This design comes from an exercise in tuning for small area and a short achievable clock period on the open sky130 flow, not from production work. No run shown here included a check of the RTL's function; only the layout flow was run. Power and IR drop assume default switching activity.

==> flow/design.v, too long to show whole: its modules and the start of the top module <==
// module num_rpad: 10 lines
// module num_sneg: 8 lines
// module num_sabs: 8 lines
// module num_min: 9 lines
// module num_max: 9 lines
// module num_smin: 9 lines
// module num_smax: 9 lines
// module num_ssignbit: 8 lines
// module num_sadd: 17 lines
// module num_smul: 47 lines
// module smul_q31: 815 lines
// module sq_benc: 10 lines
// module sq_bpp: 10 lines
// module sq_fa: 10 lines
// module sq_ha: 9 lines
module smul_q31 (
    input  logic        clk,
    input  logic        reset,
    input  logic        go,
    input  logic [31:0] left,
    input  logic [31:0] right,
    output logic [31:0] out,
    output logic        done
);
  // ...
==> flow/flow/run.sh <==
#!/bin/bash
# The standard synthesis and layout, with two changes to how the layout
# is made:
#  - after synthesis, the Booth selector gates (a22oi) are set to their
#    smallest drive strength (the placement's repair steps resize them again
#    where timing needs it);
#  - the input and output ports are buffered with buf_2 cells rather than
#    the flow's default choice.
set -euo pipefail
bash standard.sh synth > synth.log 2>&1
R=orfs/results/sky130hd/smul_q31/base
cat > downsize.tcl <<TCL
read_db $R/1_synth.odb
set db [ord::get_db]
set m1 [\$db findMaster sky130_fd_sc_hd__a22oi_1]
set n 0
foreach inst [[ord::get_db_block] getInsts] {
  if {[[\$inst getMaster] getName] eq "sky130_fd_sc_hd__a22oi_2"} {
    \$inst swapMaster \$m1
    incr n
  }
}
puts "downsized \$n a22oi_2 to a22oi_1"
write_db $R/1_synth.odb
TCL
openroad -no_init -exit downsize.tcl > downsize.log 2>&1
export BUFFER_PORTS_ARGS="-buffer_cell sky130_fd_sc_hd__buf_2"
bash standard.sh > layout.log 2>&1
==> flow/standard.sh <==
#!/bin/bash
# synth_recipe.tcl (not shown) runs the flow's synth.tcl, then flattens the netlist and writes it again
# the make line also repeats each setting of config.mk as NAME=value (left out here)
make -C /OpenROAD-flow-scripts/flow DESIGN_CONFIG=/design/flow/config.mk WORK_HOME=/design/flow/orfs CLKGATE_MAP_FILE= SYNTH_SCRIPT=/design/flow/synth_recipe.tcl "${@:-finish}"
==> flow/config.mk <==
export PLATFORM = sky130hd
export DESIGN_NAME = smul_q31
export DESIGN_NICKNAME = smul_q31
export VERILOG_FILES = /design/flow/design.v
export SDC_FILE = /design/flow/constraint.sdc
export NUM_CORES = 4
export LEC_CHECK = 0
export CAP_MARGIN = 20
export CORE_MARGIN = 2
export CORE_UTILIZATION = 45
export SETUP_SLACK_MARGIN = 2.5
export SLEW_MARGIN = 20
export SYNTH_HIERARCHICAL = 1
export SYNTH_MINIMUM_KEEP_SIZE = 0
==> flow/constraint.sdc <==
create_clock -name core_clock -period 8.0 [get_ports {clk}]
set_input_delay 1.6000 -clock core_clock [delete_from_list [all_inputs] [get_ports {clk}]]
set_output_delay 1.6000 -clock core_clock [all_outputs]
set_load 0.01 [all_outputs]
==> out/qor.log, run 1 <==
[run_status] run status no timing/DRC/antenna violations
[grt] initial antenna violation count 1
[pwr] P_clk 452 uW
[final_layout] number of nets in the final layout 2071
[die] tap cell instance count 461
[job] Maximum Capacitance Violations 0
[clock_network] clock latency at the later pin of the worst-skew pair 360 ps
[die] DIE WIDTH 193.9 um
[timing] number of hold violations in the final report 0
[grt] overall track demand over capacity in global routing 30.03%
[placement] input/output buffers 99
[final_layout] most common library cell in the layout ignoring fill and taps sky130_fd_sc_hd__fa_1
[final_layout] portion of the layout cell area used by non-clock buffers 5.858%
[setup_path] delay contributed by the slowest stage of the critical path 600 ps
[setup_path] arrival time of data at the critical path endpoint 5570 ps
[timing] skew final 9.759 ps
[final_layout] Area Overhead vs Synth 12.59%
[setup_path] gate family responsible for the most delay along the worst path adder cells
[final_layout] top library cells by usage in the layout, fill and taps aside 290 x sky130_fd_sc_hd__fa_1, 276 x sky130_fd_sc_hd__xnor2_1, 264 x sky130_fd_sc_hd__a22oi_1
[final_layout] area taken by multi-input logic gates 0.01457 mm^2
[clock_network] number of instances resized during post-cts repair 25
[clock_network] count of hold buffers inserted by post-cts repair 0
[timing] total of endpoints with negative setup slack in the final report 0
[timing] setup slack after layout 2635 ps
[pwr] sequential power 1.23 mW
[setup_path] crit path max-delay cell type sky130_fd_sc_hd__fa_1
[pwr] leakage 6.828 nW
[synthesis] synthesized area per cell 10.72 um^2
[setup_path] Buf/Inv on CP 3
[final_layout] count of clock-net buffers in the final layout 10
[grt] grt peak-use layer met2
[pwr] top power consumer group combinational logic
[detailed_routing] routed via count 13460
[grt] met2 usage in global routing 45.69%
[pwr] internal power summed over all cells 4.553 mW
[detailed_routing] average wire per cell in the routed design 26.95 um
[final_layout] clock-cell share of area 1.706%
[detailed_routing] detailed-route wire length 56.72 mm
==> run 2, diff against run 1 <==
--- a/flow/config.mk
+++ b/flow/config.mk
@@ -8,7 +8,7 @@
 export CAP_MARGIN = 20
 export CORE_MARGIN = 2
 export CORE_UTILIZATION = 45
-export SETUP_SLACK_MARGIN = 2.5
+export SETUP_SLACK_MARGIN = 2.8
 export SLEW_MARGIN = 20
 export SYNTH_HIERARCHICAL = 1
 export SYNTH_MINIMUM_KEEP_SIZE = 0
==> out/qor.log, run 2 <==
[timing] unrepaired setup endpoints after global routing true [was false]
[pwr] PD cells 507.8 mW/mm^2 [was 509.1 mW/mm^2]
[pwr] combinational share of power 81.4% [was 81.9%]
[timing] post-route minimum period 5172 ps [was 5365 ps]
[placement] cell total after placement 2072 [was 2075]
[setup_path] destination of the critical timing path sb[11] [was sa[17]]
[pwr] Sw Pwr 4.805 mW [was 4.744 mW]
[final_layout] Area Overhead vs Synth 15.34% [was 12.59%]
[detailed_routing] average wire per cell in the routed design 27.72 um [was 26.95 um]
[setup_path] capturing element type of the critical path flop [unchanged]
[timing] number of hold violations in the final report 0 [unchanged]
[grt] vias in the first global route 14100 [was 13980]
[setup_path] source of the critical timing path right[3] [was right[25]]
[run_status] run status no timing/DRC/antenna violations [unchanged]
[final_layout] final std cell area, no fill 0.01871 mm^2 [was 0.01826 mm^2]
[grt] overflow left after global routing 0 [unchanged]
[final_layout] number of nets in the final layout 2086 [was 2071]
[clock_network] Clock Sinks 84 [unchanged]
[timing] achievable clock frequency 0.1933 GHz [was 0.1864 GHz]
[timing] total negative setup slack 0 ps [unchanged]
[clock_network] CTS Root Buffer Type sky130_fd_sc_hd__clkbuf_16 [unchanged]
[detailed_routing] count of nets left with antenna violations after detail routing 0 [unchanged]
[timing] skew final 7.197 ps [was 9.759 ps]
[detailed_routing] detailed-route wire length 58.86 mm [was 56.72 mm]
[die] row count 69 [unchanged]
[final_layout] top library cells by usage in the layout, fill and taps aside 277 x sky130_fd_sc_hd__fa_1, 274 x sky130_fd_sc_hd__xnor2_1, 244 x sky130_fd_sc_hd__a22oi_1 [was 290 x sky130_fd_sc_hd__fa_1, 276 x sky130_fd_sc_hd__xnor2_1, 264 x sky130_fd_sc_hd__a22oi_1]
[worst_hold_path] type of the most critical hold path reg2reg [unchanged]
[final_layout] ratio of cells with drive above 1 in the final layout 17.54% [was 14.23%]
[setup_path] type of the worst setup path in2reg [unchanged]
[setup_path] largest fanout on the critical path 11 [was 37]
[synthesis] Cell Area, Synth 0.01622 mm^2 [unchanged]
[final_layout] combined flip-flop and latch cell area 0.001683 mm^2 [was 0.001682 mm^2]
[timing] measured slew at the worst slew-check pin 883.5 ps [was 1086 ps]
[synthesis] yosys synthesis warning count 7 [unchanged]
[final_layout] number of fill cells in the layout 3266 [was 3312]
[final_layout] post-layout instance count excluding filler cells 2123 [was 2105]
[final_layout] area taken by multi-input logic gates 0.01492 mm^2 [was 0.01457 mm^2]
[setup_path] start of the worst register-to-register path d0 [was d1]
[pwr] internal power summed over all cells 4.694 mW [was 4.553 mW]
[synthesis] cell count after synthesis 1513 [unchanged]
[setup_path] path depth of the worst reg2reg path 12 [was 11]
[setup_path] critical path startpoint category input port [unchanged]
[clock_network] Reg clk slew, reported paths 70 ps [about the same]
[clock_network] clock latency at the later pin of the worst-skew pair 360 ps [about the same]
[timing] share of the clock period used by the worst path after layout 64.65% [was 67.07%]
[timing] total of endpoints with negative setup slack in the final report 0 [unchanged]
[die] die height 193.9 um [unchanged]
[synthesis] synthesized area per cell 10.72 um^2 [unchanged]
[die] DIE WIDTH 193.9 um [unchanged]
[die] die footprint 0.03758 mm^2 [unchanged]
[detailed_routing] DRC marker count from the first detailed-route iteration 1558 [was 1362]
[pwr] switching fraction of total power 50.59% [was 51.03%]
[timing] relative slew slack 41.01% [was 27.61%]
[job] Maximum Capacitance Violations 0 [unchanged]
[clock_network] cts bufs inserted 9 [unchanged]
[timing] Max Slew Vio Count 0 [unchanged]
[clock_network] clock tree from TritonCTS yes [unchanged]
[pwr] leakage 6.986 nW [was 6.828 nW]
[grt] largest net degree at the start of global routing 77 [was 76]
[final_layout] most common library cell in the layout ignoring fill and taps sky130_fd_sc_hd__fa_1 [unchanged]
[pwr] clock group share of total power 5.7% [was 4.9%]
[placement] instance area at placement 0.01778 mm^2 [was 0.01765 mm^2]
[grt] first-pass GRT wire length 89.04 mm [was 85.95 mm]
[clock_network] CTS HTree Levels 3 [unchanged]
[final_layout] top flop regs sa (40), sb (40) [unchanged]
[die] starting density of the core 45.60% [unchanged]
[grt] initial antenna violation count 2 [was 1]
[pwr] sequential group share of total power 12.9% [was 13.2%]
[pwr] peak supply drop 280.6 uV [was 204.0 uV]
[setup_path] worst endpoint required time 8240 ps [was 8210 ps]
[setup_path] register-to-register setup slack 3040 ps [was 2850 ps]
[setup_path] critical register-to-register path endpoint sb[13] [was sb[19]]
[die] area of the core 0.03557 mm^2 [unchanged]
[grt] overall track demand over capacity in global routing 31.25% [was 30.03%]
[detailed_routing] detailed-route vias per instance 6.438 [was 6.395]
[placement] weighted congestion at the end of routability-driven global placement 0.9076 [was 0.9268]
[clock_network] count of hold buffers inserted by post-cts repair 0 [unchanged]
[detailed_routing] length of the first detailed-routing pass in iterations 6 [unchanged]
[setup_path] arrival time of data at the critical path endpoint 5410 ps [was 5570 ps]
[placement] Post-DP HPWL 41.04 mm [was 40.88 mm]
[detailed_routing] routed via count 13670 [was 13460]
[clock_network] number of buffers on the longest clock path 2 [unchanged]
[detailed_routing] DRC violation count after routing 0 [unchanged]
[placement] input/output buffers 99 [unchanged]
[die] number of primary I/O pins 100 [unchanged]
run 2: cell types whose count changed in the layout (fill, tap and decap cells not counted), moves of 6 or more:
| cell | before | now |
|---|---|---|
| sky130_fd_sc_hd__a22oi_2 | 0 | 20 |
| sky130_fd_sc_hd__fa_2 | 0 | 13 |
| sky130_fd_sc_hd__fa_1 | 290 | 277 |
| sky130_fd_sc_hd__a22oi_1 | 264 | 244 |
| sky130_fd_sc_hd__buf_4 | 37 | 43 |
run 2: worst min path at each step:
stage,end,depth (start not counted),slack [ps],start
2_1_floorplan,d1,1,440,d0
3_3_place_gp,d1,1,500,d0
3_5_place_dp,d1,1,510,d0
4_1_cts,d1,1,520,d0
5_1_grt,d1,1,550,d0
6_report,d1,1,510,d0
run 2: stage by stage:
stage	hold slack [ps]	util [%]	worst slack, ps	power (mW)
2_1_floorplan	440.3	-	2688	6.569
3_3_place_gp	503.8	49.82	1858	8.442
3_5_place_dp	507.8	49.98	1811	8.796
4_1_cts	524.6	52.03	2801	9.442
5_1_grt	552.5	52.57	2786	10.57
6_report	513.1	52.59	2828	9.499
run 2: layout make-up:
type,instances,area share (%)
sequential,84,8.996
antenna,3,0.04013
inverter,14,0.3077
multi-input combinational,1387,79.74
timing repair buffer,158,5.852
clock buffer,9,1.204
tap,461,3.083
clock inverter,7,0.7759
run 2: layer usage:
| metal | track usage (%) | vias to the layer above | wire (um) |
|---|---|---|---|
| met4 | 10.63 | 2 | 2397 |
| li1 | - | 5764 | - |
| met3 | 6.958 | 172 | 6400 |
| met2 | 46.97 | 865 | 25940 |
| met5 | 0 | - | 13 |
| met1 | 44.66 | 6865 | 24110 |
run 2: critical path: stages:
cell and delay, ps:
sky130_fd_sc_hd__buf_2 170, sky130_fd_sc_hd__mux2_8 420, sky130_fd_sc_hd__xor2_2 610, sky130_fd_sc_hd__a22oi_1 220, sky130_fd_sc_hd__xnor2_1 170, sky130_fd_sc_hd__ha_1 330
sky130_fd_sc_hd__fa_1 520, sky130_fd_sc_hd__fa_1 390, sky130_fd_sc_hd__fa_1 530, sky130_fd_sc_hd__fa_1 430
run 2: what timing repair did:
| item | CTS | global route |
|---|---|---|
| cloned | 7 | 2 |
| endpoints found under the hold margin | 0 | 0 |
| gates resized for setup | 27 | 22 |
| buffers inserted | 18 | 5 |
| pin swaps | 7 | 2 |
| setup endpoints to repair | 71 | 46 |
run 2: power groups by stage:
stage	clock network [mW]	registers (mW)	logic, mW
detailed placement	0	1.21	7.58
CTS	0.548	1.21	7.69
finish	0.545	1.22	7.73
floorplan	0	0.959	5.61
global route	0.563	1.23	8.78
global placement	0	1.22	7.23
==> run 3, diff against run 2 <==
--- a/flow/config.mk
+++ b/flow/config.mk
@@ -8,7 +8,7 @@
 export CAP_MARGIN = 20
 export CORE_MARGIN = 2
 export CORE_UTILIZATION = 45
-export SETUP_SLACK_MARGIN = 2.8
+export SETUP_SLACK_MARGIN = 3.1
 export SLEW_MARGIN = 20
 export SYNTH_HIERARCHICAL = 1
 export SYNTH_MINIMUM_KEEP_SIZE = 0
==> out/qor.log, run 3 <==
[detailed_routing] count of nets left with antenna violations after detail routing 0 [unchanged]
[timing] measured slew at the worst slew-check pin 864.7 ps [was 883.5 ps]
[final_layout] ratio of cells with drive above 1 in the final layout 23.83% [was 17.54%]
[placement] weighted congestion at the end of routability-driven global placement 0.9347 [was 0.9076]
[final_layout] top flop regs sa (40), sb (40) [unchanged]
[clock_network] Clock Sinks 84 [unchanged]
[placement] input/output buffers 99 [unchanged]
[final_layout] post-layout instance count excluding filler cells 2165 [was 2123]
[setup_path] delay contributed by the slowest stage of the critical path 610 ps [about the same]
[setup_path] gate family responsible for the most delay along the worst path adder cells [unchanged]
[final_layout] Area Overhead vs Synth 21.92% [was 15.34%]
[setup_path] arrival time of data at the critical path endpoint 5290 ps [was 5410 ps]
[grt] initial antenna violation count 1 [was 2]
[clock_network] count of hold buffers inserted by post-cts repair 0 [unchanged]
[run_status] run status no timing/DRC/antenna violations [unchanged]
[timing] total negative setup slack 0 ps [unchanged]
[placement] Post-DP HPWL 41.21 mm [was 41.04 mm]
[setup_path] worst endpoint required time 8250 ps [was 8240 ps]
[die] number of primary I/O pins 100 [unchanged]
[die] DIE WIDTH 193.9 um [unchanged]
[worst_hold_path] type of the most critical hold path reg2reg [unchanged]
[die] area of the core 0.03557 mm^2 [unchanged]
[worst_hold_path] Hold Path Stages 1 [unchanged]
[synthesis] yosys synthesis warning count 7 [unchanged]
[setup_path] crit path max-delay cell type sky130_fd_sc_hd__fa_1 [was sky130_fd_sc_hd__xor2_2]
[timing] total of endpoints with negative setup slack in the final report 0 [unchanged]
[die] die footprint 0.03758 mm^2 [unchanged]
[synthesis] Cell Area, Synth 0.01622 mm^2 [unchanged]
[final_layout] Ant. Diodes 0 [was 3]
[detailed_routing] routed via count 14170 [was 13670]
[grt] overflow left after global routing 0 [unchanged]
[grt] vias in the first global route 14560 [was 14100]
[grt] overall track demand over capacity in global routing 33.54% [was 31.25%]
[pwr] PD cells 490.8 mW/mm^2 [was 507.8 mW/mm^2]
[final_layout] number of fill cells in the layout 3124 [was 3266]
[timing] number of hold violations in the final report 0 [unchanged]
[setup_path] critical register-to-register path endpoint sb[15] [was sb[13]]
[timing] unrepaired setup endpoints after global routing true [unchanged]
[timing] Max Slew Vio Count 0 [unchanged]
[clock_network] CTS HTree Levels 3 [unchanged]
[setup_path] largest fanout on the critical path 6 [was 11]
[grt] first-pass GRT wire length 94.34 mm [was 89.04 mm]
[setup_path] Buf/Inv on CP 3 [was 1]
[placement] cell total after placement 2069 [was 2072]
[clock_network] clock tree from TritonCTS yes [unchanged]
[timing] share of the clock period used by the worst path after layout 63.07% [was 64.65%]
[setup_path] cell chain of the critical path buf_6 -> mux2_8 -> nand2b_4 -> o22ai_4 -> buf_12 -> buf_8 -> a22oi_2 -> xnor2_2 -> fa_1 -> fa_2 -> fa_2 -> fa_2 -> fa_1 [was buf_2 -> mux2_8 -> xor2_2 -> a22oi_1 -> xnor2_1 -> ha_1 -> fa_1 -> fa_1 -> fa_1 -> fa_1]
[worst_hold_path] startpoint of the tightest hold check path d0 [unchanged]
[clock_network] cts bufs inserted 9 [unchanged]
[placement] instance area at placement 0.01778 mm^2 [about the same]
[die] row count 69 [unchanged]
[detailed_routing] detailed-route wire length 64.28 mm [was 58.86 mm]
[detailed_routing] length of the first detailed-routing pass in iterations 7 [was 6]
[clock_network] CTS Root Buffer Type sky130_fd_sc_hd__clkbuf_16 [unchanged]
[final_layout] top library cells by usage in the layout, fill and taps aside 266 x sky130_fd_sc_hd__xnor2_1, 245 x sky130_fd_sc_hd__fa_1, 233 x sky130_fd_sc_hd__a22oi_1 [was 277 x sky130_fd_sc_hd__fa_1, 274 x sky130_fd_sc_hd__xnor2_1, 244 x sky130_fd_sc_hd__a22oi_1]
[clock_network] Reg clk slew, reported paths 70 ps [about the same]
[final_layout] number of nets in the final layout 2131 [was 2086]
[timing] achievable clock frequency 0.1982 GHz [was 0.1933 GHz]
[worst_hold_path] WHS Endpoint d1 [unchanged]
[final_layout] final std cell area, no fill 0.01977 mm^2 [was 0.01871 mm^2]
[die] die height 193.9 um [unchanged]
[setup_path] capturing element type of the critical path flop [unchanged]
[pwr] leakage 7.435 nW [was 6.986 nW]
[pwr] Total Power 9.704 mW [was 9.499 mW]
[setup_path] path depth of the worst reg2reg path 13 [was 12]
[setup_path] start of the worst register-to-register path d0 [unchanged]
[setup_path] most used cell along the critical path sky130_fd_sc_hd__fa_2 [was sky130_fd_sc_hd__fa_1]
[detailed_routing] detailed-route vias per instance 6.545 [was 6.438]
[setup_path] critical path startpoint category input port [unchanged]
[detailed_routing] DRC violation count after routing 0 [unchanged]
[timing] skew final 11.41 ps [was 7.197 ps]
[setup_path] type of the worst setup path in2reg [unchanged]
[detailed_routing] DRC marker count from the first detailed-route iteration 1475 [was 1558]
[grt] largest net degree at the start of global routing 76 [was 77]
[pwr] peak supply drop 234.7 uV [was 280.6 uV]
[job] Maximum Capacitance Violations 0 [unchanged]
[detailed_routing] average wire per cell in the routed design 29.69 um [was 27.72 um]
[clock_network] number of buffers on the longest clock path 2 [unchanged]
[setup_path] register-to-register setup slack 3120 ps [was 3040 ps]
[synthesis] synthesized area per cell 10.72 um^2 [unchanged]
[synthesis] cell count after synthesis 1513 [unchanged]
[timing] post-route minimum period 5046 ps [was 5172 ps]
[final_layout] most common library cell in the layout ignoring fill and taps sky130_fd_sc_hd__xnor2_1 [was sky130_fd_sc_hd__fa_1]
[die] starting density of the core 45.60% [unchanged]
[timing] relative slew slack 42.36% [was 41.01%]
[clock_network] clock latency at the later pin of the worst-skew pair 360 ps [about the same]
## run 3: worst max-delay path by stage
stage	start	endpoint	depth (start not counted)	slack (ps)
6_report	right[1]	sb[15]	13	2950
5_1_grt	right[0]	sb[25]	14	2930
4_1_cts	right[0]	sb[17]	14	3040
3_5_place_dp	right[21]	sb[19]	11	1810
3_3_place_gp	right[21]	sb[19]	11	1840
2_1_floorplan	right[0]	sb[11]	10	2690
## run 3: what timing repair did
action,CTS,global route
pin swaps,23,35
setup buffers,47,14
gates resized for setup,94,85
setup endpoints to repair,75,58
gates cloned,14,5
## run 3: routing by layer
layer	global-route usage [%]	up-vias	part of all wire, %
met3	10.16	205	12
met5	0	-	0
met2	49.10	983	43
met1	45.48	7099	39
li1	-	5882	-
met4	15.97	0	5.5
## run 3: per-stage QoR
stage / util, % / hold WS (ps) / setup WS (ps)
3_3_place_gp: 49.92 / 471.1 / 1838
6_report: 55.59 / 644.5 / 2954
5_1_grt: 55.59 / 647.6 / 2927
3_5_place_dp: 50.00 / 488.0 / 1808
2_1_floorplan: - / 440.3 / 2688
4_1_cts: 54.00 / 495.0 / 3040
## run 3: area by class of cell
cell class,count,area (um^2),share of cell area [%]
sequential,84,1687,8.529
multi-input combinational,1391,15320,77.49
tap,461,576.8,2.917
clock inverter,4,97.59,0.4935
timing repair buffer,199,1794,9.074
inverter,14,60.06,0.3037
clock buffer,12,236.5,1.196
## run 3: where the power goes
group / total, mW / leakage, nW / internal (mW) / switching [mW]
Clock: 0.500 / 0.157 / 0.306 / 0.194
Combinational: 7.95 / 6.57 / 3.67 / 4.29
Sequential: 1.25 / 0.708 / 0.841 / 0.409
==> run 4, diff against run 3 <==
--- a/flow/config.mk
+++ b/flow/config.mk
@@ -7,8 +7,8 @@
 export LEC_CHECK = 0
 export CAP_MARGIN = 20
 export CORE_MARGIN = 2
-export CORE_UTILIZATION = 45
-export SETUP_SLACK_MARGIN = 3.1
+export CORE_UTILIZATION = 60
+export SETUP_SLACK_MARGIN = 2.8
 export SLEW_MARGIN = 20
 export SYNTH_HIERARCHICAL = 1
 export SYNTH_MINIMUM_KEEP_SIZE = 0
==> out/qor.log, run 4 <==
[run_status] run status no timing/DRC/antenna violations [unchanged]
[setup_path] start of the worst register-to-register path d0 [unchanged]
[grt] largest net degree at the start of global routing 76 [unchanged]
[clock_network] clock tree from TritonCTS yes [unchanged]
[clock_network] Clock Sinks 84 [unchanged]
[final_layout] combined flip-flop and latch cell area 0.001683 mm^2 [was 0.001687 mm^2]
[synthesis] Cell Area, Synth 0.01622 mm^2 [unchanged]
[timing] measured slew at the worst slew-check pin 876.5 ps [was 864.7 ps]
[placement] Post-DP HPWL 37.90 mm [was 41.21 mm]
[detailed_routing] count of nets left with antenna violations after detail routing 0 [unchanged]
[pwr] PD cells 508.0 mW/mm^2 [was 490.8 mW/mm^2]
[placement] weighted congestion at the end of routability-driven global placement 0.9341 [was 0.9347]
[clock_network] CTS Root Buffer Type sky130_fd_sc_hd__clkbuf_16 [unchanged]
[grt] vias in the first global route 14280 [was 14560]
[timing] skew final 11.36 ps [was 11.41 ps]
[grt] overall track demand over capacity in global routing 40.25% [was 33.54%]
[timing] achievable clock frequency 0.1942 GHz [was 0.1982 GHz]
[timing] total negative setup slack 0 ps [unchanged]
[detailed_routing] detailed-route wire length 56.47 mm [was 64.28 mm]
[die] die height 168.4 um [was 193.9 um]
[placement] input/output buffers 99 [unchanged]
[final_layout] number of nets in the final layout 2082 [was 2131]
[setup_path] largest fanout on the critical path 16 [was 6]
[timing] number of hold violations in the final report 0 [unchanged]
[detailed_routing] length of the first detailed-routing pass in iterations 6 [was 7]
[die] DIE WIDTH 168.4 um [was 193.9 um]
[setup_path] critical path startpoint category input port [unchanged]
[detailed_routing] average wire per cell in the routed design 28.28 um [was 29.69 um]
[timing] relative slew slack 41.56% [was 42.36%]
[detailed_routing] detailed-route vias per instance 6.949 [was 6.545]
[setup_path] arrival time of data at the critical path endpoint 5390 ps [was 5290 ps]
[die] number of primary I/O pins 100 [unchanged]
[worst_hold_path] type of the most critical hold path reg2reg [unchanged]
[final_layout] most common library cell in the layout ignoring fill and taps sky130_fd_sc_hd__fa_1 [was sky130_fd_sc_hd__xnor2_1]
[setup_path] path depth of the worst reg2reg path 12 [was 13]
[final_layout] post-layout instance count excluding filler cells 1997 [was 2165]
[clock_network] number of buffers on the longest clock path 2 [unchanged]
[pwr] Total Power 9.412 mW [was 9.704 mW]
[timing] total of endpoints with negative setup slack in the final report 0 [unchanged]
[final_layout] ratio of cells with drive above 1 in the final layout 17.41% [was 23.83%]
[synthesis] cell count after synthesis 1513 [unchanged]
[setup_path] type of the worst setup path in2reg [unchanged]
[clock_network] CTS HTree Levels 3 [unchanged]
[die] starting density of the core 60.69% [was 45.60%]
[pwr] leakage 6.951 nW [was 7.435 nW]
[setup_path] capturing element type of the critical path flop [unchanged]
[timing] post-route minimum period 5150 ps [was 5046 ps]
[setup_path] worst endpoint required time 8240 ps [was 8250 ps]
[synthesis] yosys synthesis warning count 7 [unchanged]
[grt] first-pass GRT wire length 85.43 mm [was 94.34 mm]
[final_layout] number of fill cells in the layout 2107 [was 3124]
[detailed_routing] routed via count 13880 [was 14170]
[job] Maximum Capacitance Violations 0 [unchanged]
[detailed_routing] DRC violation count after routing 0 [unchanged]
[final_layout] top flop regs sa (40), sb (40) [unchanged]
[detailed_routing] DRC marker count from the first detailed-route iteration 1711 [was 1475]
[placement] cell total after placement 1942 [was 2069]
[worst_hold_path] Hold Path Stages 1 [unchanged]
[grt] initial antenna violation count 0 [was 1]
[die] row count 60 [was 69]
[final_layout] area taken by multi-input logic gates 0.01497 mm^2 [was 0.01532 mm^2]
[timing] unrepaired setup endpoints after global routing true [unchanged]
[worst_hold_path] startpoint of the tightest hold check path d0 [unchanged]
[clock_network] cts bufs inserted 9 [unchanged]
[final_layout] Area Overhead vs Synth 14.22% [was 21.92%]
[synthesis] synthesized area per cell 10.72 um^2 [unchanged]
[timing] Max Slew Vio Count 0 [unchanged]
[die] area of the core 0.02673 mm^2 [was 0.03557 mm^2]
[pwr] peak supply drop 369.3 uV [was 234.7 uV]
[grt] overflow left after global routing 0 [unchanged]
[final_layout] top library cells by usage in the layout, fill and taps aside 277 x sky130_fd_sc_hd__fa_1, 276 x sky130_fd_sc_hd__xnor2_1, 244 x sky130_fd_sc_hd__a22oi_1 [was 266 x sky130_fd_sc_hd__xnor2_1, 245 x sky130_fd_sc_hd__fa_1, 233 x sky130_fd_sc_hd__a22oi_1]
[timing] share of the clock period used by the worst path after layout 64.37% [was 63.07%]
[clock_network] clock latency at the later pin of the worst-skew pair 360 ps [about the same]
[clock_network] Reg clk slew, reported paths 70 ps [about the same]
[clock_network] count of hold buffers inserted by post-cts repair 0 [unchanged]
[setup_path] source of the critical timing path go [was right[1]]
[die] die footprint 0.02836 mm^2 [was 0.03758 mm^2]
## run 4: routing by layer
metal	part of all wire [%]	routed length [um]	GRT usage [%]
met5	0	0	0
met4	5.4	3025	17.50
met3	14	8032	14.22
met2	43	24190	59.40
met1	38	21220	53.85
## run 4: timing repair
| action | CTS | global route |
|---|---|---|
| gates resized for setup | 30 | 20 |
| setup endpoints to repair | 70 | 51 |
| buffers inserted | 17 | 8 |
| cloned | 9 | 4 |
| pin swaps | 9 | 3 |
## run 4: critical path, stage by stage
cell and delay [ps]:
sky130_fd_sc_hd__buf_2 160, sky130_fd_sc_hd__nor2b_4 280, sky130_fd_sc_hd__buf_4 200, sky130_fd_sc_hd__and2_2 420
sky130_fd_sc_hd__a22oi_1 190, sky130_fd_sc_hd__xnor2_1 260, sky130_fd_sc_hd__fa_1 490, sky130_fd_sc_hd__fa_1 460
sky130_fd_sc_hd__fa_1 400, sky130_fd_sc_hd__fa_1 500, sky130_fd_sc_hd__fa_1 400
## run 4: final cells by class
| class | count | share of cell area, % |
|---|---|---|
| Multi-Input combinational cell | 1391 | 80.82 |
| Clock buffer | 9 | 1.216 |
| Timing Repair Buffer | 150 | 5.639 |
| Sequential cell | 84 | 9.084 |
| Tap cell | 341 | 2.303 |
| Clock inverter | 6 | 0.6146 |
| Inverter | 14 | 0.2972 |
| Antenna cell | 2 | 0.02701 |
## run 4: path summary, 6_finish.rpt
path / to / slack [ps]
worst max-delay path: sb[19] / 2850
worst min-delay path: d1 / 600
worst max register to register: sb[10] / 2920
worst min register to register: d1 / 600
## run 4: power breakdown
group,internal (mW),switching (mW)
Combinational,3.50,4.16
Sequential,0.838,0.409
Clock,0.304,0.199
Total,4.65,4.77
## run 4: through the flow
step	setup WS (ps)	util, %	area [um^2]	hold slack (ps)
2_1_floorplan	2688	-	16540	440.3
3_3_place_gp	1719	65.33	17460	474.0
3_5_place_dp	1504	65.68	17550	494.6
4_1_cts	2806	68.58	18330	512.4
5_1_grt	2784	69.30	18520	600.8
6_report	2850	69.32	18530	603.7

## afterwards: timing with drivers on the ports
In the flow no input, the clock included, has a driving cell. The finished layouts below were timed again as built, in two steps.
Step 1 sets driving cells, clkbuf_16 on the clock port and buf_2 on the other inputs (assumed; they add their load-dependent delay and slew).
Step 2 moves the port delays by t, midway between the first and last clock arrival at a register: inputs arrive t later, outputs are due t later. That takes back most of the time a late clock gives input paths.
Three values: ideal ports, drivers, drivers and shift; two values: the first two.
run | t (ns) | setup WS [ns] | worst slew at a driven data input, ns | cell pins on the clock port's net
run 1 | 0.400 | 2.635 / 2.643 / 2.243 | 0.04 | 1
run 2 | 0.407 | 2.828 / 2.851 / 2.443 | 0.04 | 1
run 3 | 0.401 | 2.954 / 2.968 / 2.567 | 0.06 | 1
run 4 | 0.409 | 2.850 / 2.883 / 2.474 | 0.04 | 1
After both steps setup and hold are still met in every run listed. The setup slack of run 1, which loses most, moves by +0.008 ns with the drivers and by -0.392 ns with both steps.
